From an optimization exercise on the open Yosys and OpenROAD flow, aimed at small area, a short achievable clock period and few clock cycles; shortcuts taken in it are not production practice.
Function was not checked in any run shown here: the RTL went through the layout flow alone.

`design.v`:
```
module addsk #(parameter W = 16, L = 4) (    
	input  [W-1:0] a,
	input  [W-1:0] b,
	input          ci,
	output [W-1:0] s
);
	wire [W-1:0] p = a ^ b;
	wire [W-1:0] g = a & b;
	wire [W-1:0] gg [0:L];
	wire [W-1:0] pp [0:L];
	assign gg[0] = {g[W-1:1], g[0] | (p[0] & ci)};
	assign pp[0] = {p[W-1:1], 1'b0};
	genvar l, i;
	generate for (l = 1; l <= L; l = l + 1) begin : lv
		for (i = 0; i < W; i = i + 1) begin : bt
			if ((i % (1 << l)) >= (1 << (l - 1))) begin : cmb
				localparam integer J = (i / (1 << l)) * (1 << l) + (1 << (l - 1)) - 1;
				assign gg[l][i] = gg[l-1][i] | (pp[l-1][i] & gg[l-1][J]);
				assign pp[l][i] = pp[l-1][i] & pp[l-1][J];
			end else begin : pas
				assign gg[l][i] = gg[l-1][i];
				assign pp[l][i] = pp[l-1][i];
			end
		end
	end endgenerate
	assign s = p ^ {gg[L][W-2:0], ci};
endmodule
module add16 (input [15:0] a, input [15:0] b, input ci, output [15:0] s);
	addsk #(.W(16), .L(4)) u (.a(a), .b(b), .ci(ci), .s(s));
endmodule
module FFT16_stream (
	input             i_clk,
	input             i_rst,
	input             i_valid,
	input      [15:0] i_re,
	input      [15:0] i_im,
	output            o_ready,
	output reg        o_valid,
	output reg [15:0] o_re,
	output reg [15:0] o_im
);
	reg  [2:0] ph;
	reg  [3:0] wcnt;
	reg        rdy_n;    
	wire       rdy = ~rdy_n;
	wire       acc = i_valid & rdy;
	wire [3:0] wcnt_p1 = wcnt + 4'd1;
	wire [2:0] ph_n = ph + 3'd1;
	assign o_ready = rdy;
	always @(posedge i_clk or posedge i_rst) begin
		if (i_rst) begin
			ph   <= 3'd0;
			wcnt <= 4'd0;
			rdy_n <= 1'b0;
		end else begin
			ph   <= ph_n;
			if (acc) wcnt <= wcnt_p1;
			rdy_n <= acc ? (ph_n != wcnt_p1[2:0]) : (ph_n != wcnt[2:0]);
		end
	end
	reg        x_v;
	reg [15:0] x_re, x_im;
	always @(posedge i_clk or posedge i_rst) begin
		if (i_rst) x_v <= 1'b0;
		else       x_v <= acc;
	end
	always @(posedge i_clk) begin
		x_re <= i_re;
		x_im <= i_im;
	end
	wire        s0_v, s0_nr;
	wire [15:0] s0_re, s0_im;
	sdf_stage #(.LD(3), .JOUT(1), .OREG(1)) st0 (.i_clk(i_clk), .i_rst(i_rst), .i_v(x_v), .i_re(x_re), .i_im(x_im),
		.i_nr(1'b0), .o_v(s0_v), .o_re(s0_re), .o_im(s0_im), .o_nr(s0_nr));
	wire        s1_v;
	wire [15:0] s1_re, s1_im;
	sdf_stage #(.LD(2), .JOUT(0), .OREG(1)) st1 (.i_clk(i_clk), .i_rst(i_rst), .i_v(s0_v), .i_re(s0_re), .i_im(s0_im),
		.i_nr(s0_nr), .o_v(s1_v), .o_re(s1_re), .o_im(s1_im), .o_nr());
	wire        t2_v, t2_nr;
	wire [15:0] t2_re, t2_im;
	tw2 u_tw2 (.i_clk(i_clk), .i_rst(i_rst), .i_v(s1_v), .i_re(s1_re), .i_im(s1_im),
		.o_v(t2_v), .o_re(t2_re), .o_im(t2_im), .o_nr(t2_nr));
	wire        s2_v;
	wire [15:0] s2_re, s2_im;
	wire        s2_vn;
	wire [15:0] s2_ren;
	sdf_stage #(.LD(1), .JOUT(0), .OREG(1)) st2 (.i_clk(i_clk), .i_rst(i_rst), .i_v(t2_v), .i_re(t2_re), .i_im(t2_im),
		.i_nr(t2_nr), .o_v(s2_v), .o_re(s2_re), .o_im(s2_im), .o_nr(), .o_vn(s2_vn), .o_ren(s2_ren));
	wire        t3_v, t3_nr;
	wire [15:0] t3_re, t3_im;
	tw3 u_tw3 (.i_clk(i_clk), .i_rst(i_rst), .i_v(s2_v), .i_re(s2_re), .i_im(s2_im),
		.i_vn(s2_vn), .i_ren(s2_ren),
		.o_v(t3_v), .o_re(t3_re), .o_im(t3_im), .o_nr(t3_nr));
	wire        s3_v;
	wire [15:0] s3_re, s3_im;
	sdf_stage #(.LD(0), .JOUT(0), .OREG(1)) st3 (.i_clk(i_clk), .i_rst(i_rst), .i_v(t3_v), .i_re(t3_re), .i_im(t3_im),
		.i_nr(t3_nr), .o_v(s3_v), .o_re(s3_re), .o_im(s3_im), .o_nr());
	wire        r0_v, r1_v;
	wire [15:0] r0_re, r0_im, r1_re, r1_im;
	bit_exchange #(.BI(0), .BJ(3)) ex0 (.i_clk(i_clk), .i_rst(i_rst), .i_v(s3_v), .i_re(s3_re), .i_im(s3_im),
		.o_v(r0_v), .o_re(r0_re), .o_im(r0_im));
	bit_exchange #(.BI(1), .BJ(2)) ex1 (.i_clk(i_clk), .i_rst(i_rst), .i_v(r0_v), .i_re(r0_re), .i_im(r0_im),
		.o_v(r1_v), .o_re(r1_re), .o_im(r1_im));
	always @(posedge i_clk or posedge i_rst) begin
		if (i_rst) o_valid <= 1'b0;
		else       o_valid <= r1_v;
	end
	always @(posedge i_clk) begin
		o_re <= r1_re;
		o_im <= r1_im;
	end
endmodule
module sdf_stage #(parameter LD = 0, JOUT = 0, OREG = 1) (
	input             i_clk,
	input             i_rst,
	input             i_v,
	input      [15:0] i_re,
	input      [15:0] i_im,
	input             i_nr,
	output            o_v,
	output     [15:0] o_re,
	output     [15:0] o_im,
	output            o_nr,
	output            o_vn,
	output     [15:0] o_ren
);
	localparam D = 1 << LD;
	reg  [3:0]  q;
	reg  [LD:0] pend;
	wire comb = i_v & q[LD];
	wire last = comb & (q[LD:0] == {(LD+1){1'b1}});
	wire vn   = comb | (pend != 0);
	reg  [3:0]  oq;      
	always @(posedge i_clk or posedge i_rst) begin
		if (i_rst) begin
			q    <= 4'd0;
			pend <= 0;
			oq   <= 4'd0;
		end else begin
			if (i_v) q <= q + 4'd1;
			if (last) pend <= D;
			else if (pend != 0) pend <= pend - 1'b1;
			if (vn) oq <= oq + 4'd1;
		end
	end
	reg  [15:0] dl_re [0:D-1];
	reg  [15:0] dl_im [0:D-1];
	wire [15:0] x0_re = dl_re[D-1];
	wire [15:0] x0_im = dl_im[D-1];
	wire [15:0] t_re  = i_re & {16{comb}};
	wire [15:0] t_im  = i_im & {16{comb}};
	wire        t_nr  = i_nr & comb;
	wire [15:0] u_re, y1_re, u_im, y1_im;
	add16 a0 (.a(x0_re), .b(t_re),  .ci(t_nr),  .s(u_re));
	add16 a1 (.a(x0_re), .b(~t_re), .ci(~t_nr), .s(y1_re));
	add16 a2 (.a(x0_im), .b(t_im),  .ci(1'b0),  .s(u_im));
	add16 a3 (.a(x0_im), .b(~t_im), .ci(1'b1),  .s(y1_im));
	wire        load  = i_v & ~comb;
	integer j;
	always @(posedge i_clk) begin
		dl_re[0] <= load ? i_re : y1_re;
		dl_im[0] <= load ? i_im : y1_im;
		for (j = 1; j < D; j = j + 1) begin
			dl_re[j] <= dl_re[j-1];
			dl_im[j] <= dl_im[j-1];
		end
	end
	assign o_vn  = vn;
	assign o_ren = u_re;
	generate if (OREG) begin : g_oreg
		reg        r_v, r_nr;
		reg [15:0] r_re, r_im;
		wire       sw = (JOUT != 0) & oq[3] & oq[2];
		always @(posedge i_clk or posedge i_rst) begin
			if (i_rst) r_v <= 1'b0;
			else       r_v <= vn;
		end
		always @(posedge i_clk) begin
			r_re <= sw ? ~u_im : u_re;
			r_im <= sw ? u_re : u_im;
			r_nr <= sw;
		end
		assign o_v = r_v;  assign o_re = r_re;  assign o_im = r_im;  assign o_nr = r_nr;
	end else begin : g_comb
		assign o_v = vn;   assign o_re = u_re;  assign o_im = u_im;  assign o_nr = 1'b0;
	end endgenerate
endmodule
module cmul_p (input [15:0] a, input b5, input id, output [23:0] p, output [17:0] a3);
	wire [23:0] x  = {{8{a[15]}}, a};
	wire [23:0] m1 = id ? 24'd0 : (b5 ? (x << 6) : (x << 4));
	wire [23:0] m2 = (b5 & ~id) ? (x << 3) : 24'd0;
	wire [7:0]  bias = {8{a[15] & ~id}};
	wire [23:0] r0 = {a, bias};
	wire [23:0] cs = r0 ^ ~m1 ^ ~m2;
	wire [23:0] cc = (r0 & ~m1) | (r0 & ~m2) | (~m1 & ~m2);
	addsk #(.W(24), .L(5)) u_p (.a(cs), .b({cc[22:0], 1'b1}), .ci(1'b1), .s(p));
	addsk #(.W(18), .L(5)) u_3 (.a({{2{a[15]}}, a}), .b({a[15], a, 1'b0}), .ci(1'b0), .s(a3));
endmodule
module tw2 (
	input             i_clk,
	input             i_rst,
	input             i_v,
	input      [15:0] i_re,
	input      [15:0] i_im,
	output reg        o_v,
	output reg [15:0] o_re,
	output reg [15:0] o_im,
	output reg        o_nr
);
	reg [3:0] q;
	reg       a_v, b_v;
	always @(posedge i_clk or posedge i_rst) begin
		if (i_rst) begin
			q   <= 4'd0;
			a_v <= 1'b0;
			b_v <= 1'b0;
			o_v <= 1'b0;
		end else begin
			if (i_v) q <= q + 4'd1;
			a_v <= i_v;
			b_v <= a_v;
			o_v <= b_v;
		end
	end
	wire [1:0]  k = q[1] ? {q[2], q[3]} : 2'd0;    
	wire [23:0] rp, ip;
	wire [17:0] r3, i3;
	cmul_p u_rp (.a(i_re), .b5(1'b1), .id(1'b0), .p(rp), .a3(r3));
	cmul_p u_ip (.a(i_im), .b5(1'b1), .id(1'b0), .p(ip), .a3(i3));
	wire        pass = ~k[0];
	reg  [1:0]  a_k, b_k;
	reg  [15:0] a_rp, a_ip;
	reg  [9:0]  a_r3, a_i3;
	reg         a_rb, a_ib;
	always @(posedge i_clk) begin
		a_k  <= k;
		a_rp <= pass ? i_re : rp[23:8];
		a_ip <= pass ? i_im : ip[23:8];
		a_r3 <= pass ? 10'd0 : r3[17:8];
		a_i3 <= pass ? 10'd0 : i3[17:8];
		a_rb <= ~pass & (rp[7:0] < r3[7:0]);
		a_ib <= ~pass & (ip[7:0] < i3[7:0]);
	end
	wire [15:0] mr, mi;
	add16 u_mr (.a(a_rp), .b(~{{6{a_r3[9]}}, a_r3}), .ci(~a_rb), .s(mr));
	add16 u_mi (.a(a_ip), .b(~{{6{a_i3[9]}}, a_i3}), .ci(~a_ib), .s(mi));
	reg  [15:0] b_re, b_im;
	always @(posedge i_clk) begin
		b_k  <= a_k;
		b_re <= mr;
		b_im <= mi;
	end
	wire [15:0] msum, mdif;
	add16 u_ms (.a(b_re), .b(b_im),  .ci(1'b0), .s(msum));
	add16 u_md (.a(b_re), .b(~b_im), .ci(1'b1), .s(mdif));
	always @(posedge i_clk) begin
		case (b_k)
			2'd1: begin o_re <= mdif;  o_im <= msum; o_nr <= 1'b0; end
			2'd2: begin o_re <= ~b_im; o_im <= b_re; o_nr <= 1'b1; end
			2'd3: begin o_re <= ~msum; o_im <= mdif; o_nr <= 1'b1; end
			default: begin o_re <= b_re; o_im <= b_im; o_nr <= 1'b0; end
		endcase
	end
endmodule
module tw3 (
	input             i_clk,
	input             i_rst,
	input             i_v,
	input      [15:0] i_re,
	input      [15:0] i_im,
	input             i_vn,      
	input      [15:0] i_ren,
	output reg        o_v,
	output reg [15:0] o_re,
	output reg [15:0] o_im,
	output reg        o_nr
);
	reg  [3:0] q;
	reg        a_v, b_v, c_v;
	always @(posedge i_clk or posedge i_rst) begin
		if (i_rst) begin
			q   <= 4'd0;
			a_v <= 1'b0;
			b_v <= 1'b0;
			c_v <= 1'b0;
			o_v <= 1'b0;
		end else begin
			if (i_v) q <= q + 4'd1;
			a_v <= i_v;
			b_v <= a_v;
			c_v <= b_v;
			o_v <= c_v;
		end
	end
	wire [3:0] qn  = i_v ? q + 4'd1 : q;
	wire [2:0] kn  = {qn[1], qn[2], qn[3]};
	wire       ntn = i_vn & qn[0] & (kn[1:0] != 2'd0);    
	wire [2:0] k   = {q[1], q[2], q[3]};
	wire       x1  = q[0];
	wire       nt  = i_v & x1 & (k[1:0] != 2'd0);
	reg  [15:0] e_op;
	reg         e_b5;
	always @(posedge i_clk) begin
		e_op <= ntn ? i_ren : i_im;
		e_b5 <= ntn ? (kn[1:0] == 2'd2) : (k[1:0] == 2'd2);
	end
	wire [23:0] ex  = {{8{e_op[15]}}, e_op};
	wire [23:0] nm1 = ~(e_b5 ? (ex << 6) : (ex << 4));
	wire [23:0] nm2 = ~(e_b5 ? (ex << 3) : 24'd0);
	wire [9:0]  pl  = {2'b0, {8{e_op[15]}}} + {2'b0, nm1[7:0]} + {2'b0, nm2[7:0]} + 10'd2;
	wire [15:0] hs  = e_op ^ nm1[23:8] ^ nm2[23:8];
	wire [15:0] hc  = (e_op & nm1[23:8]) | (e_op & nm2[23:8]) | (nm1[23:8] & nm2[23:8]);
	wire [15:0] eh;
	addsk #(.W(16), .L(4)) u_h (.a(hs), .b({hc[14:0], 1'b0}), .ci(1'b0), .s(eh));
	wire [17:0] e3;
	addsk #(.W(18), .L(5)) u_3 (.a({{2{e_op[15]}}, e_op}), .b({e_op[15], e_op, 1'b0}), .ci(1'b0), .s(e3));
	wire        eb  = (pl[7:0] < e3[7:0]);
	wire [1:0]  ecc = pl[9:8] + 2'd1 - {1'b0, eb};
	wire [9:0]  l62 = {2'b0, e3[2:0], 5'd0} + {2'b0, e_op[6:0], 1'b0} + {2'b0, {8{e_op[15]}}};
	reg  [15:0] f_h;
	reg  [14:0] f_3;      
	reg  [8:0]  f_a;      
	reg  [1:0]  f_cc;
	reg  [1:0]  f_c;
	always @(posedge i_clk) begin
		f_h  <= eh;
		f_3  <= e3[17:3];
		f_a  <= e_op[15:7];
		f_cc <= ecc;
		f_c  <= l62[9:8];
	end
	wire [15:0] t_hi = {{6{f_3[14]}}, f_3[14:5]};      
	wire [15:0] t_62 = {f_3[14], f_3};                  
	wire [15:0] a_62 = {{7{f_a[8]}}, f_a};              
	reg  [15:0] g_a, g_b;
	wire [15:0] qa, qb;
	wire [15:0] bs = t_62 ^ a_62 ^ {14'd0, f_c};
	wire [15:0] bc = (t_62 & a_62) | (t_62 & {14'd0, f_c}) | (a_62 & {14'd0, f_c});
	addsk #(.W(16), .L(4)) u_qb (.a(bs), .b({bc[14:0], 1'b0}), .ci(1'b0), .s(qb));
	wire [15:0] t_n = ~t_hi;
	wire [15:0] as = f_h ^ t_n ^ {14'd0, f_cc};
	wire [15:0] ac = (f_h & t_n) | (f_h & {14'd0, f_cc}) | (t_n & {14'd0, f_cc});
	addsk #(.W(16), .L(4)) u_qa (.a(as), .b({ac[14:0], 1'b0}), .ci(1'b0), .s(qa));
	always @(posedge i_clk) begin
		g_a <= qa;
		g_b <= qb;
	end
	reg  [15:0] p1_re, p1_im, p2_re, p2_im;
	reg  [2:0]  a_k, b_k;
	reg         a_nt, b_nt, a_x1, b_x1;
	always @(posedge i_clk) begin
		p1_re <= i_re;  p1_im <= i_im;
		p2_re <= p1_re; p2_im <= p1_im;
		a_k <= k;   a_nt <= nt;   a_x1 <= x1;
		b_k <= a_k; b_nt <= a_nt; b_x1 <= a_x1;
	end
	reg         xs, ys, swp, nr;
	always @(*) begin
		case (b_k)
			3'd1: begin xs = 1; ys = 0; swp = 0; nr = 0; end
			3'd2: begin xs = 1; ys = 0; swp = 0; nr = 0; end
			3'd3: begin xs = 0; ys = 1; swp = 1; nr = 0; end
			3'd4: begin xs = 0; ys = 0; swp = 1; nr = 1; end
			3'd5: begin xs = 1; ys = 0; swp = 1; nr = 1; end
			3'd6: begin xs = 0; ys = 1; swp = 0; nr = 1; end
			3'd7: begin xs = 0; ys = 1; swp = 0; nr = 1; end
			default: begin xs = 0; ys = 0; swp = 0; nr = 0; end
		endcase
	end
	wire        b5   = (b_k[1:0] == 2'd2);
	wire        sw   = b_x1 & swp;
	wire        ng   = b_x1 & nr;
	wire [15:0] yb   = b5 ? g_a : g_b;           
	wire [15:0] pa_r = b_nt ? (sw ? yb : g_a) : (sw ? p2_im : p2_re);
	wire [15:0] pa_i = b_nt ? (sw ? g_a : yb) : (sw ? p2_re : p2_im);
	reg  [15:0] h_re, h_im;
	reg         h_selr, h_seli, h_zr, h_zi, h_cr, h_ci, ng_d;
	always @(posedge i_clk) begin
		h_re   <= pa_r ^ {16{ng}};
		h_im   <= pa_i;
		h_selr <= sw | b5;            
		h_seli <= ~sw | b5;           
		h_zr   <= ~b_nt;
		h_zi   <= ~b_nt;
		h_cr   <= (b_nt & (sw ? ys : xs)) ^ ng;
		h_ci   <= b_nt & (sw ? xs : ys);
		ng_d   <= ng;
	end
	wire [15:0] br = (h_selr ? g_a : g_b) & {16{~h_zr}};
	wire [15:0] bi = (h_seli ? g_a : g_b) & {16{~h_zi}};
	wire [15:0] sr, si;
	add16 u_sr (.a(h_re), .b(br ^ {16{h_cr}}), .ci(h_cr), .s(sr));
	add16 u_si (.a(h_im), .b(bi ^ {16{h_ci}}), .ci(h_ci), .s(si));
	always @(posedge i_clk) begin
		o_re <= sr;
		o_im <= si;
		o_nr <= ng_d;
	end
endmodule
module bit_exchange #(parameter BI = 0, BJ = 3) (
	input             i_clk,
	input             i_rst,
	input             i_v,
	input      [15:0] i_re,
	input      [15:0] i_im,
	output            o_v,
	output     [15:0] o_re,
	output     [15:0] o_im
);
	localparam L = (1 << BJ) - (1 << BI);
	reg [3:0] q;
	reg [L-1:0] vd;
	always @(posedge i_clk or posedge i_rst) begin
		if (i_rst) begin
			q  <= 4'd0;
			vd <= 0;
		end else begin
			if (i_v) q <= q + 4'd1;
			vd <= (L == 1) ? i_v : {vd, i_v};
		end
	end
	wire s = i_v & q[BJ] & ~q[BI];
	reg  [15:0] b_re [0:L-1];
	reg  [15:0] b_im [0:L-1];
	integer j;
	always @(posedge i_clk) begin
		b_re[0] <= s ? b_re[L-1] : i_re;
		b_im[0] <= s ? b_im[L-1] : i_im;
		for (j = 1; j < L; j = j + 1) begin
			b_re[j] <= b_re[j-1];
			b_im[j] <= b_im[j-1];
		end
	end
	assign o_re = s ? i_re : b_re[L-1];
	assign o_im = s ? i_im : b_im[L-1];
	assign o_v  = vd[L-1];
endmodule
```
`flow/run.sh`:
```
#!/bin/bash
# standard flow; timing repair aims at a larger setup-slack margin, and the
# port buffers are plain buffers
sed 's/SETUP_SLACK_MARGIN=5 /SETUP_SLACK_MARGIN=6.7 BUFFER_PORTS_ARGS="-buffer_cell sky130_fd_sc_hd__buf_2" /' standard.sh > standard_m.sh
bash standard_m.sh > flow.log 2>&1
```
`standard.sh`:
```
#!/bin/bash
# synth_recipe.tcl (not shown) runs the flow's synth.tcl, then flattens the netlist and writes it again
# the make line also repeats each setting of config.mk as NAME=value (left out here)
make -C /OpenROAD-flow-scripts/flow DESIGN_CONFIG=/design/flow/config.mk WORK_HOME=/design/flow/orfs CLKGATE_MAP_FILE= SYNTH_SCRIPT=/design/flow/synth_recipe.tcl "${@:-finish}"
```
`config.mk`:
```
export PLATFORM = sky130hd
export DESIGN_NAME = FFT16_stream
export DESIGN_NICKNAME = FFT16_stream
export VERILOG_FILES = /design/flow/design.v
export SDC_FILE = /design/flow/constraint.sdc
export NUM_CORES = 8
export LEC_CHECK = 0
export CAP_MARGIN = 20
export CORE_MARGIN = 2
export CORE_UTILIZATION = 70
export CTS_CLUSTER_DIAMETER = 80
export CTS_CLUSTER_SIZE = 25
export PLACE_DENSITY = 0.8
export SETUP_SLACK_MARGIN = 5
export SLEW_MARGIN = 20
```
`constraint.sdc`:
```
create_clock -name core_clock -period 10.0 [get_ports {i_clk}]
set_input_delay 2.0000 -clock core_clock [delete_from_list [all_inputs] [get_ports {i_clk}]]
set_output_delay 2.0000 -clock core_clock [all_outputs]
set_load 0.01 [all_outputs]
```
==> results of run 1 <==
-- cell usage after synthesis (43+ instances only) --
library cell / n
sky130_fd_sc_hd__nand2b_1: 56
sky130_fd_sc_hd__nor2_1: 383
sky130_fd_sc_hd__xor2_1: 164
sky130_fd_sc_hd__dfxtp_1: 1321
sky130_fd_sc_hd__o21a_1: 55
sky130_fd_sc_hd__fa_1: 172
sky130_fd_sc_hd__a21o_1: 46
sky130_fd_sc_hd__nand2_1: 337
sky130_fd_sc_hd__dfrtp_1: 68
sky130_fd_sc_hd__o21ai_0: 183
sky130_fd_sc_hd__xnor2_1: 236
sky130_fd_sc_hd__nor3_1: 82
sky130_fd_sc_hd__inv_1: 467
sky130_fd_sc_hd__o21bai_1: 43
sky130_fd_sc_hd__mux2i_1: 122
sky130_fd_sc_hd__ha_1: 530
sky130_fd_sc_hd__clkbuf_1: 105
sky130_fd_sc_hd__a21oi_1: 324
sky130_fd_sc_hd__mux2_2: 82
-- area by class of cell --
| class | count | area, um^2 | share of cell area, % |
|---|---|---|---|
| timing repair buffer | 130 | 870 | 1.43 |
| clock buffer | 90 | 1810 | 2.97 |
| clock inverter | 12 | 180 | 0.296 |
| tap | 1060 | 1330 | 2.18 |
| sequential | 1389 | 28200 | 46.3 |
| inverter | 468 | 1780 | 2.92 |
| antenna | 1 | 2.50 | 0.00411 |
| multi-input combinational | 3260 | 26700 | 43.9 |
-- cells by family (layout without fill, tap and decap cells) --
family	count (synthesis)	in the layout	share of synthesized area (%)
xor gates and xnor gates	400	400	6.18
muxes	222	222	4.50
adders and majority gates	702	702	17.8
buffers and inverters	599	700	3.98
DFF	1389	1389	49.7
AOI/OAI and AO/OA	832	832	9.05
and+or+nand+nor	1102	1102	8.85
other	1	3	0.00662
-- routing by layer --
layer	part of all wire, %	wire length [um]	vias to the layer above	GRT usage (%)
li1	-	-	17448	-
met4	2.1	2250	2	5.89
met1	48	53100	16871	38.0
met5	0.012	13	-	0
met3	4.0	4420	159	3.05
met2	45	49700	601	42.0
-- how the worst min path moves through the flow --
stage / slack [ns] / to
finish: 0.32 / ex0.b_im[6][5]
global route: 0.32 / u_tw3.p2_re[9]
CTS: 0.32 / u_tw3.p2_re[9]
detailed placement: 0.31 / ex0.b_re[1][15]
global placement: 0.31 / st0.dl_re[7][1]
floorplan: 0.31 / ex0.b_im[1][0]
-- flip-flops by register name, summed over array words and instances (netlist names), 32 cells and up --
signal and flops:
st0.dl_im 128, ex1.b_im 32, ex0.b_im 112, st2.dl_re 32, st0.dl_re 128, st1.dl_re 64, st1.dl_im 64, st2.dl_im 32
ex0.b_re 112, ex1.b_re 32
-- metrics by stage --
| step | hold slack, ns | utilization, % |
|---|---|---|
| after detailed placement | 0.312 | 72.3 |
| after CTS | 0.321 | 75.1 |
| after global placement | 0.310 | 72.2 |
| final | 0.323 | 75.8 |
| after global routing | 0.319 | 75.8 |
| after floorplan | 0.310 | - |
-- timing repair --
item,CTS,global route
endpoints found under the setup margin,138,91
hold buffers,0,0
pin swaps,6,27
setup buffers,14,31
cloned,1,0
resized for setup,45,94
==> impl_results.md, run 1 <==
- CP Data Arrival Time: 1.32 ns
- Fraction of final layout cells with drive strength greater than 1: around 8.8%
- H-tree levels: 3
- Maximum buffer depth of the clock tree: 3
- Final Max Slew Viols: 0
- Floorplan die height: ~290 um
- Source of the worst register-to-register timing path: x_v
- Hpwl dp: a little over 80 mm
- Number of hold violations in the final report: 0
- Worst R2R Path Depth: 12
- Top library cells by usage in the layout, fill and taps aside: sky130_fd_sc_hd__dfxtp_1 (1,295), sky130_fd_sc_hd__ha_1 (525), sky130_fd_sc_hd__inv_1 (462)
- Critical Path Slowest Stage Cell: sky130_fd_sc_hd__dfrtp_1
- Setup crit end: o_valid
- Start point of the worst hold path: ex0.b_im[5][5]
- Antenna-violating nets left: 0
- Largest net degree at the start of global routing: 113
- Critical-path cell list: buf_2
- CP endpoint kind: primary output
- MaxCap Viol Count: 0
- Netlist cell types: 85
- First-pass GRT wire length: roughly 170 mm
- Number of cells traversed by the worst hold path: 0
- Area of the placeable core: roughly 0.080 mm^2
- Non-filler instance count after layout: approximately 6,400
- Vias in the first global route: approximately 34,000
- Terminus of the critical flop-to-flop path: st0.g_oreg.r_re[15]
- Buffers & Inverters on Critical Path: 1
- GRT overflow: 0
- Post-route DRC violation count: 0
- Clock transition at the register clock pins on the worst setup and hold paths after CTS: 0.10 ns
- Final RePlAce weighted congestion: approximately 0.88
- Syn-to-layout area delta: 7.42%
- Average routed wire per standard cell: between 15 and 20 um
- Length of the first detailed-routing pass in iterations: 5
- Worst slew slack as a fraction of its limit: about 25%
- TritonCTS clock tree: yes
- CP top delay family: flip-flops
- Classification of the worst-slack hold path: register to register
- Number of storage elements in the synthesis netlist: 1,389
- Cell area after synthesis: about 0.057 mm^2
- Final count of negative-setup-slack endpoints: 0
- Worst EP required: ~8 ns
- Area of placed instances: a little under 0.06 mm^2
- CTS Sinks: between 1,000 and 1,500
- Number of design-rule violations left by the first detailed-router iteration: ~2,000
- Number of cells on the critical path: 1
- Largest fanout on the critical path: 1
- Count of pins on the block boundary: between 60 and 70
- Worst Setup Slack, final: 6.68 ns
- Pre-CTS setup slack: ~6 ns
- Cell count after placement: approximately 6,300
- Total number of yosys warnings: 24
- Clock Tree Root: sky130_fd_sc_hd__clkbuf_16
- Number of enable flip-flop cells after synthesis: 0
- Clk_skew: roughly 0.025 ns
- Cell type with the highest aggregate area in the netlist: sky130_fd_sc_hd__dfxtp_1
- Insertion delay of the later-clocked pin in the worst-skew pair: roughly 0.65 ns
- Commonest register cell after synthesis: sky130_fd_sc_hd__dfxtp_1
- Element type at the critical path start: register
- Most common cell after layout, fill and taps aside: sky130_fd_sc_hd__dfxtp_1
- TritonCTS buffer count: 67
- Via density: ~5.5
- Filler cell count in the final layout: ~5,300
- Worst reg-to-reg setup slack: a little under 7 ns
- Share of flip-flops with an asynchronous set or reset after synthesis: approximately 4.9%
- Yosys top cell area share: roughly 47%
- Row Count: 104
- Run status: timing/DRC/antenna clean
- Slowest Stage Delay on Critical Path: approximately 0.5 ns
- Number of nets in the layout: between 6,000 and 7,000
- Count of input and output buffers: 68
- Initial antenna violation count: 2
- Mapped Avg Cell Area: between 10 and 15 um^2
- Sequential area share after synthesis: between 40% and 50%
- Slew @ Worst Pin: 1.12 ns
- Detailed-route via count: between 30,000 and 40,000
- Min Clock Period, post-route: approximately 3.3 ns
- Sum of negative setup slack: 0 ns
- Critical path class: register to primary output
- Global routing usage summed across all routing layers: 26.1%
- Die footprint: approximately 0.083 mm^2
- Starting density of the core: 70.6%
- Unrepaired setup endpoints after global routing: yes
- Biggest area contributors in the synthesized netlist: sky130_fd_sc_hd__dfxtp_1 (47%), sky130_fd_sc_hd__ha_1 (12%), sky130_fd_sc_hd__fa_1 (6.1%)
- Synthesized instance count: around 5,200
- F_max: around 300 MHz
- Post-layout instance area: just over 0.06 mm^2
- Wire length after detailed routing: about 110 mm
- Critical Path Start: o_valid
- Die Span X: 289 um
- Tcrit/Tclk final: between 30% and 40%
==> run 2, diff against run 1 <==
--- a/design.v
+++ b/design.v
@@ -59,17 +59,10 @@
 		end
 	end
-	reg        x_v;
-	reg [15:0] x_re, x_im;
-	always @(posedge i_clk or posedge i_rst) begin
-		if (i_rst) x_v <= 1'b0;
-		else       x_v <= acc;
-	end
-	always @(posedge i_clk) begin
-		x_re <= i_re;
-		x_im <= i_im;
-	end
+	wire        x_v  = acc;
+	wire [15:0] x_re = i_re;
+	wire [15:0] x_im = i_im;
 	wire        s0_v, s0_nr;
 	wire [15:0] s0_re, s0_im;
-	sdf_stage #(.LD(3), .JOUT(1), .OREG(1)) st0 (.i_clk(i_clk), .i_rst(i_rst), .i_v(x_v), .i_re(x_re), .i_im(x_im),
+	sdf_stage #(.LD(3), .JOUT(1), .OREG(1), .LATEV(1)) st0 (.i_clk(i_clk), .i_rst(i_rst), .i_v(x_v), .i_re(x_re), .i_im(x_im),
 		.i_nr(1'b0), .o_v(s0_v), .o_re(s0_re), .o_im(s0_im), .o_nr(s0_nr));
 	wire        s1_v;
@@ -94,5 +87,5 @@
 	wire        s3_v;
 	wire [15:0] s3_re, s3_im;
-	sdf_stage #(.LD(0), .JOUT(0), .OREG(1)) st3 (.i_clk(i_clk), .i_rst(i_rst), .i_v(t3_v), .i_re(t3_re), .i_im(t3_im),
+	sdf_stage #(.LD(0), .JOUT(0), .OREG(0)) st3 (.i_clk(i_clk), .i_rst(i_rst), .i_v(t3_v), .i_re(t3_re), .i_im(t3_im),
 		.i_nr(t3_nr), .o_v(s3_v), .o_re(s3_re), .o_im(s3_im), .o_nr());
 	wire        r0_v, r1_v;
@@ -111,5 +104,5 @@
 	end
 endmodule
-module sdf_stage #(parameter LD = 0, JOUT = 0, OREG = 1) (
+module sdf_stage #(parameter LD = 0, JOUT = 0, OREG = 1, LATEV = 0) (
 	input             i_clk,
 	input             i_rst,
@@ -148,7 +141,8 @@
 	wire [15:0] x0_re = dl_re[D-1];
 	wire [15:0] x0_im = dl_im[D-1];
-	wire [15:0] t_re  = i_re & {16{comb}};
-	wire [15:0] t_im  = i_im & {16{comb}};
-	wire        t_nr  = i_nr & comb;
+	wire        gt    = LATEV ? q[LD] : comb;
+	wire [15:0] t_re  = i_re & {16{gt}};
+	wire [15:0] t_im  = i_im & {16{gt}};
+	wire        t_nr  = i_nr & gt;
 	wire [15:0] u_re, y1_re, u_im, y1_im;
 	add16 a0 (.a(x0_re), .b(t_re),  .ci(t_nr),  .s(u_re));
@@ -157,8 +151,10 @@
 	add16 a3 (.a(x0_im), .b(~t_im), .ci(1'b1),  .s(y1_im));
 	wire        load  = i_v & ~comb;
+	wire [15:0] n_re  = LATEV ? (i_v ? (q[LD] ? y1_re : i_re) : x0_re) : (load ? i_re : y1_re);
+	wire [15:0] n_im  = LATEV ? (i_v ? (q[LD] ? y1_im : i_im) : x0_im) : (load ? i_im : y1_im);
 	integer j;
 	always @(posedge i_clk) begin
-		dl_re[0] <= load ? i_re : y1_re;
-		dl_im[0] <= load ? i_im : y1_im;
+		dl_re[0] <= n_re;
+		dl_im[0] <= n_im;
 		for (j = 1; j < D; j = j + 1) begin
 			dl_re[j] <= dl_re[j-1];
@@ -228,17 +224,12 @@
 	cmul_p u_rp (.a(i_re), .b5(1'b1), .id(1'b0), .p(rp), .a3(r3));
 	cmul_p u_ip (.a(i_im), .b5(1'b1), .id(1'b0), .p(ip), .a3(i3));
-	wire        pass = ~k[0];
 	reg  [1:0]  a_k, b_k;
-	reg  [15:0] a_rp, a_ip;
+	reg  [15:0] a_rp, a_ip, a_re, a_im;
 	reg  [9:0]  a_r3, a_i3;
 	reg         a_rb, a_ib;
 	always @(posedge i_clk) begin
 		a_k  <= k;
-		a_rp <= pass ? i_re : rp[23:8];
-		a_ip <= pass ? i_im : ip[23:8];
-		a_r3 <= pass ? 10'd0 : r3[17:8];
-		a_i3 <= pass ? 10'd0 : i3[17:8];
-		a_rb <= ~pass & (rp[7:0] < r3[7:0]);
-		a_ib <= ~pass & (ip[7:0] < i3[7:0]);
+		a_rp <= rp[23:8];  a_r3 <= r3[17:8];  a_rb <= (rp[7:0] < r3[7:0]);  a_re <= i_re;
+		a_ip <= ip[23:8];  a_i3 <= i3[17:8];  a_ib <= (ip[7:0] < i3[7:0]);  a_im <= i_im;
 	end
 	wire [15:0] mr, mi;
@@ -248,6 +239,6 @@
 	always @(posedge i_clk) begin
 		b_k  <= a_k;
-		b_re <= mr;
-		b_im <= mi;
+		b_re <= a_k[0] ? mr : a_re;
+		b_im <= a_k[0] ? mi : a_im;
 	end
 	wire [15:0] msum, mdif;
@@ -305,28 +296,19 @@
 		e_b5 <= ntn ? (kn[1:0] == 2'd2) : (k[1:0] == 2'd2);
 	end
-	wire [23:0] ex  = {{8{e_op[15]}}, e_op};
-	wire [23:0] nm1 = ~(e_b5 ? (ex << 6) : (ex << 4));
-	wire [23:0] nm2 = ~(e_b5 ? (ex << 3) : 24'd0);
-	wire [9:0]  pl  = {2'b0, {8{e_op[15]}}} + {2'b0, nm1[7:0]} + {2'b0, nm2[7:0]} + 10'd2;
-	wire [15:0] hs  = e_op ^ nm1[23:8] ^ nm2[23:8];
-	wire [15:0] hc  = (e_op & nm1[23:8]) | (e_op & nm2[23:8]) | (nm1[23:8] & nm2[23:8]);
-	wire [15:0] eh;
-	addsk #(.W(16), .L(4)) u_h (.a(hs), .b({hc[14:0], 1'b0}), .ci(1'b0), .s(eh));
+	wire [23:0] ep;
 	wire [17:0] e3;
-	addsk #(.W(18), .L(5)) u_3 (.a({{2{e_op[15]}}, e_op}), .b({e_op[15], e_op, 1'b0}), .ci(1'b0), .s(e3));
-	wire        eb  = (pl[7:0] < e3[7:0]);
-	wire [1:0]  ecc = pl[9:8] + 2'd1 - {1'b0, eb};
+	cmul_p u_p (.a(e_op), .b5(e_b5), .id(1'b0), .p(ep), .a3(e3));
 	wire [9:0]  l62 = {2'b0, e3[2:0], 5'd0} + {2'b0, e_op[6:0], 1'b0} + {2'b0, {8{e_op[15]}}};
-	reg  [15:0] f_h;
+	reg  [15:0] f_p;
 	reg  [14:0] f_3;      
 	reg  [8:0]  f_a;      
-	reg  [1:0]  f_cc;
+	reg         f_b;
 	reg  [1:0]  f_c;
 	always @(posedge i_clk) begin
-		f_h  <= eh;
-		f_3  <= e3[17:3];
-		f_a  <= e_op[15:7];
-		f_cc <= ecc;
-		f_c  <= l62[9:8];
+		f_p <= ep[23:8];
+		f_3 <= e3[17:3];
+		f_a <= e_op[15:7];
+		f_b <= (ep[7:0] < e3[7:0]);
+		f_c <= l62[9:8];
 	end
 	wire [15:0] t_hi = {{6{f_3[14]}}, f_3[14:5]};      
@@ -338,8 +320,5 @@
 	wire [15:0] bc = (t_62 & a_62) | (t_62 & {14'd0, f_c}) | (a_62 & {14'd0, f_c});
 	addsk #(.W(16), .L(4)) u_qb (.a(bs), .b({bc[14:0], 1'b0}), .ci(1'b0), .s(qb));
-	wire [15:0] t_n = ~t_hi;
-	wire [15:0] as = f_h ^ t_n ^ {14'd0, f_cc};
-	wire [15:0] ac = (f_h & t_n) | (f_h & {14'd0, f_cc}) | (t_n & {14'd0, f_cc});
-	addsk #(.W(16), .L(4)) u_qa (.a(as), .b({ac[14:0], 1'b0}), .ci(1'b0), .s(qa));
+	add16 u_qa (.a(f_p), .b(~t_hi), .ci(~f_b), .s(qa));
 	always @(posedge i_clk) begin
 		g_a <= qa;
--- a/config.mk
+++ b/config.mk
@@ -9,6 +9,6 @@
 export CORE_MARGIN = 2
 export CORE_UTILIZATION = 70
-export CTS_CLUSTER_DIAMETER = 80
-export CTS_CLUSTER_SIZE = 25
+export CTS_CLUSTER_DIAMETER = 70
+export CTS_CLUSTER_SIZE = 30
 export PLACE_DENSITY = 0.8
 export SETUP_SLACK_MARGIN = 5
==> impl_results.md, run 2 <==
- Run status: timing/DRC/antenna clean
- F_max: around 250 MHz
- Cell type with the highest aggregate area in the netlist: sky130_fd_sc_hd__dfxtp_1
- Post-route DRC violation count: 0
- Element type at the critical path start: primary input
- Row Count: between 100 and 150
- Buffers & Inverters on Critical Path: 2
- Worst EP required: approximately 11 ns
- Largest registers ranked by flip-flop count: st0.dl_im x128, st0.dl_re x128
- Number of nets in the layout: between 6,000 and 7,000
- Area of placed instances: ~0.057 mm^2
- Insertion delay of the later-clocked pin in the worst-skew pair: around 0.69 ns
- CP endpoint kind: register
- Netlist cell types: 79
- Count of pins on the block boundary: just under 70
- Top cell types by occurrence after synthesis: sky130_fd_sc_hd__dfxtp_1 (1,286), sky130_fd_sc_hd__ha_1 (510), sky130_fd_sc_hd__inv_1 (451), sky130_fd_sc_hd__nor2_1 (429), sky130_fd_sc_hd__nand2_1 (364)
- Length of the first detailed-routing pass in iterations: 5
- Final Max Slew Viols: 0
- Number of cells traversed by the worst hold path: 0
- Yosys top cell area share: a little under half
- Sum of negative setup slack: 0 ns
- H-tree levels: 2
- Clock transition at the register clock pins on the worst setup and hold paths after CTS: around 0.11 ns
- Post-layout instance area: 0.0616 mm^2
- Cell area after synthesis: roughly 0.056 mm^2
- Syn-to-layout area delta: 11.0%
- Biggest area contributors in the synthesized netlist: sky130_fd_sc_hd__dfxtp_1 (46%), sky130_fd_sc_hd__ha_1 (11%), sky130_fd_sc_hd__fa_1 (6.3%)
- Final RePlAce weighted congestion: a little under 0.9
- Slowest Stage Delay on Critical Path: 0.41 ns
- Min Clock Period, post-route: around 4 ns
- MaxCap Viol Count: 0
- Wire length after detailed routing: 117 mm
- First-pass GRT wire length: 180 mm
- Number of hold violations in the final report: 0
- Worst reg-to-reg setup slack: 6.44 ns
- Detailed-route via count: 35,521
- CTS Sinks: between 1,000 and 1,500
- Area of the placeable core: 0.0787 mm^2
- TritonCTS clock tree: yes
- Number of storage elements in the synthesis netlist: 1,352
- Total number of yosys warnings: 24
- TritonCTS buffer count: 58
- Initial antenna violation count: 11
- Slew @ Worst Pin: 0.993 ns
- Tcrit/Tclk final: around 40%
- Most common cell after layout, fill and taps aside: sky130_fd_sc_hd__dfxtp_1
- Critical path class: primary input to register
- Terminus of the critical flop-to-flop path: st0.dl_re[0][9]
- Start point of the worst hold path: st0.dl_re[2][7]
- Die Span X: around 290 um
- GRT overflow: 0
- Largest net degree at the start of global routing: between 70 and 80
- Starting density of the core: around 70%
- Critical Path Slowest Stage Cell: sky130_fd_sc_hd__o41ai_4
- Worst R2R Path Depth: 16
- Number of design-rule violations left by the first detailed-router iteration: 2,158
- Sequential area share after synthesis: about 49%
- Synthesized instance count: ~5,200
- CP top delay family: compound AO/OA/AOI/OAI gates
- Most instantiated library cell after synthesis: sky130_fd_sc_hd__dfxtp_1
- Hpwl dp: about 81 mm
- Average routed wire per standard cell: ~18 um
- Floorplan die height: 286 um
- Worst Hold End: st0.dl_re[3][7]
- Commonest register cell after synthesis: sky130_fd_sc_hd__dfxtp_1
- Vias in the first global route: roughly 35,000
- Share of flip-flops with an asynchronous set or reset after synthesis: around 4.9%
- Die footprint: just over 0.08 mm^2
- Top library cells by usage in the layout, fill and taps aside: sky130_fd_sc_hd__dfxtp_1 (1,260), sky130_fd_sc_hd__ha_1 (484), sky130_fd_sc_hd__inv_1 (435)
- Critical-path cell list: buf_8, and2_4, ha_4, fa_2, nor2b_2, o21ai_2, a21boi_2, o221ai_2, o211a_4, o41ai_4, buf_4, xor2_1, nand2_1, a21oi_1
- Source of the worst register-to-register timing path: st0.q[3]
- Cell count after placement: 6,203
- Largest fanout on the critical path: 3
- Classification of the worst-slack hold path: register to register
- Clock Tree Root: sky130_fd_sc_hd__clkbuf_16
- Maximum buffer depth of the clock tree: 3
- Final count of negative-setup-slack endpoints: 0
- Mapped Avg Cell Area: about 11 um^2
- Via density: around 5.5
- Fraction of final layout cells with drive strength greater than 1: around 14%
- CP Data Arrival Time: between 4 and 5 ns
- Number of enable flip-flop cells after synthesis: 0
- Worst slew slack as a fraction of its limit: roughly a third
- Global routing usage summed across all routing layers: between 20 and 30%
- Clk_skew: 0.0398 ns
- Antenna-violating nets left: 0
- Unrepaired setup endpoints after global routing: yes
- Non-filler instance count after layout: 6,444
- Count of input and output buffers: 68
[run 2: changes by cell type after synthesis, moves of 8 or more]
| cell | before | now |
|---|---|---|
| sky130_fd_sc_hd__o211ai_1 | 15 | 7 |
| sky130_fd_sc_hd__a21oi_1 | 324 | 335 |
| sky130_fd_sc_hd__dfxtp_1 | 1321 | 1286 |
| sky130_fd_sc_hd__o21bai_1 | 43 | 56 |
| sky130_fd_sc_hd__nand3_1 | 34 | 24 |
| sky130_fd_sc_hd__nor3_1 | 82 | 63 |
| sky130_fd_sc_hd__nand4_1 | 15 | 7 |
| sky130_fd_sc_hd__ha_1 | 530 | 510 |
| sky130_fd_sc_hd__inv_1 | 467 | 451 |
| sky130_fd_sc_hd__nor2_1 | 383 | 429 |
| sky130_fd_sc_hd__or2_2 | 21 | 32 |
| sky130_fd_sc_hd__nand3b_1 | 13 | 3 |
| sky130_fd_sc_hd__nand2_1 | 337 | 364 |
| sky130_fd_sc_hd__a21boi_0 | 12 | 22 |
[run 2: worst max path at each step]
stage | startpoint | endpoint | slack (ns) | cells past startpoint
final | i_im[0] | st0.dl_im[0][14] | 5.99 | 14
after global routing | i_im[0] | st0.dl_im[0][14] | 5.90 | 14
after CTS | i_im[0] | st0.dl_im[0][15] | 6.08 | 13
after detailed placement | i_im[0] | st0.dl_im[0][15] | 5.12 | 13
after global placement | i_im[0] | st0.dl_im[0][15] | 5.22 | 13
after floorplan | i_im[0] | st0.dl_im[0][15] | 5.64 | 12
[run 2: cells by family (layout without fill, tap and decap cells)]
kind of cell,Yosys count,after routing,synth area share (%)
and+or+nand+nor,1110,1111,8.78
DFF,1352,1352,49.3
adders and majority gates,686,686,17.8
other,2,9,0.0135
muxes,212,212,4.35
xor gates and xnor gates,398,398,6.28
buffers and inverters,589,777,3.99
AOI/OAI and AO/OA,849,849,9.41
[run 2: layer usage]
layer | part of all wire, % | GRT usage [%]
met3 | 5.2 | 4.45
met5 | 0.022 | 0
met1 | 47 | 39.9
met2 | 46 | 43.4
met4 | 2.0 | 6.37
[run 2: through the flow]
| step | hold WS, ns | util (%) | setup slack (ns) |
|---|---|---|---|
| 6_report | 0.319 | 78.3 | 5.99 |
| 5_1_grt | 0.320 | 78.3 | 5.90 |
| 4_1_cts | 0.324 | 76.5 | 6.08 |
| 3_5_place_dp | 0.312 | 72.6 | 5.12 |
| 3_3_place_gp | 0.310 | 72.6 | 5.22 |
| 2_1_floorplan | 0.310 | - | 5.64 |
[run 2: what timing repair did]
item                       in CTS  in global routing
setup endpoints to repair     239                166
buffers inserted               76                 58
hold endpoints to repair        0                  0
gates cloned                    3                  1
hold buffers                    0                  0
resized for setup             155                212
pin swaps                      88                130
[run 2: area by class of cell]
| cell class | count | area [um^2] |
|---|---|---|
| Clock inverter | 23 | 308 |
| Antenna cell | 6 | 15.0 |
| Timing Repair Buffer | 228 | 1790 |
| Clock buffer | 72 | 1530 |
| Sequential cell | 1352 | 27500 |
| Fill cell | 4822 | 17100 |
| Inverter | 454 | 1730 |
| Tap cell | 1050 | 1310 |
| Multi-Input combinational cell | 3259 | 27500 |

-- what the ideal ports hide --
The flow's constraints put no driver on any port. The routed layouts listed below were extracted and timed again, unchanged, in two steps. Step 1: set_driving_cell puts a clkbuf_16 on i_clk and a buf_2 on each other input, an assumption about the parent block. Step 2 moves the port delays by t, midway between the first and last clock arrival at a register: inputs arrive t later, outputs are due t later. That takes back most of the time a late clock gives input paths. Three values: no drivers, after step 1, after step 2; two values: the first two.
run | t, ns | slack for setup (ns) | worst data-port slew with drivers (ns) | cell pins on the clock port's net
run 1 | 0.713 | 6.679 / 6.608 / 6.403 | 0.04 | 1
run 2 | 0.735 | 5.992 / 6.023 / 5.288 | 0.08 | 1
After both steps setup and hold are still met in every run listed. For run 2, which loses most, drivers alone change the setup slack by +0.031 ns; drivers and shift together by -0.704 ns.
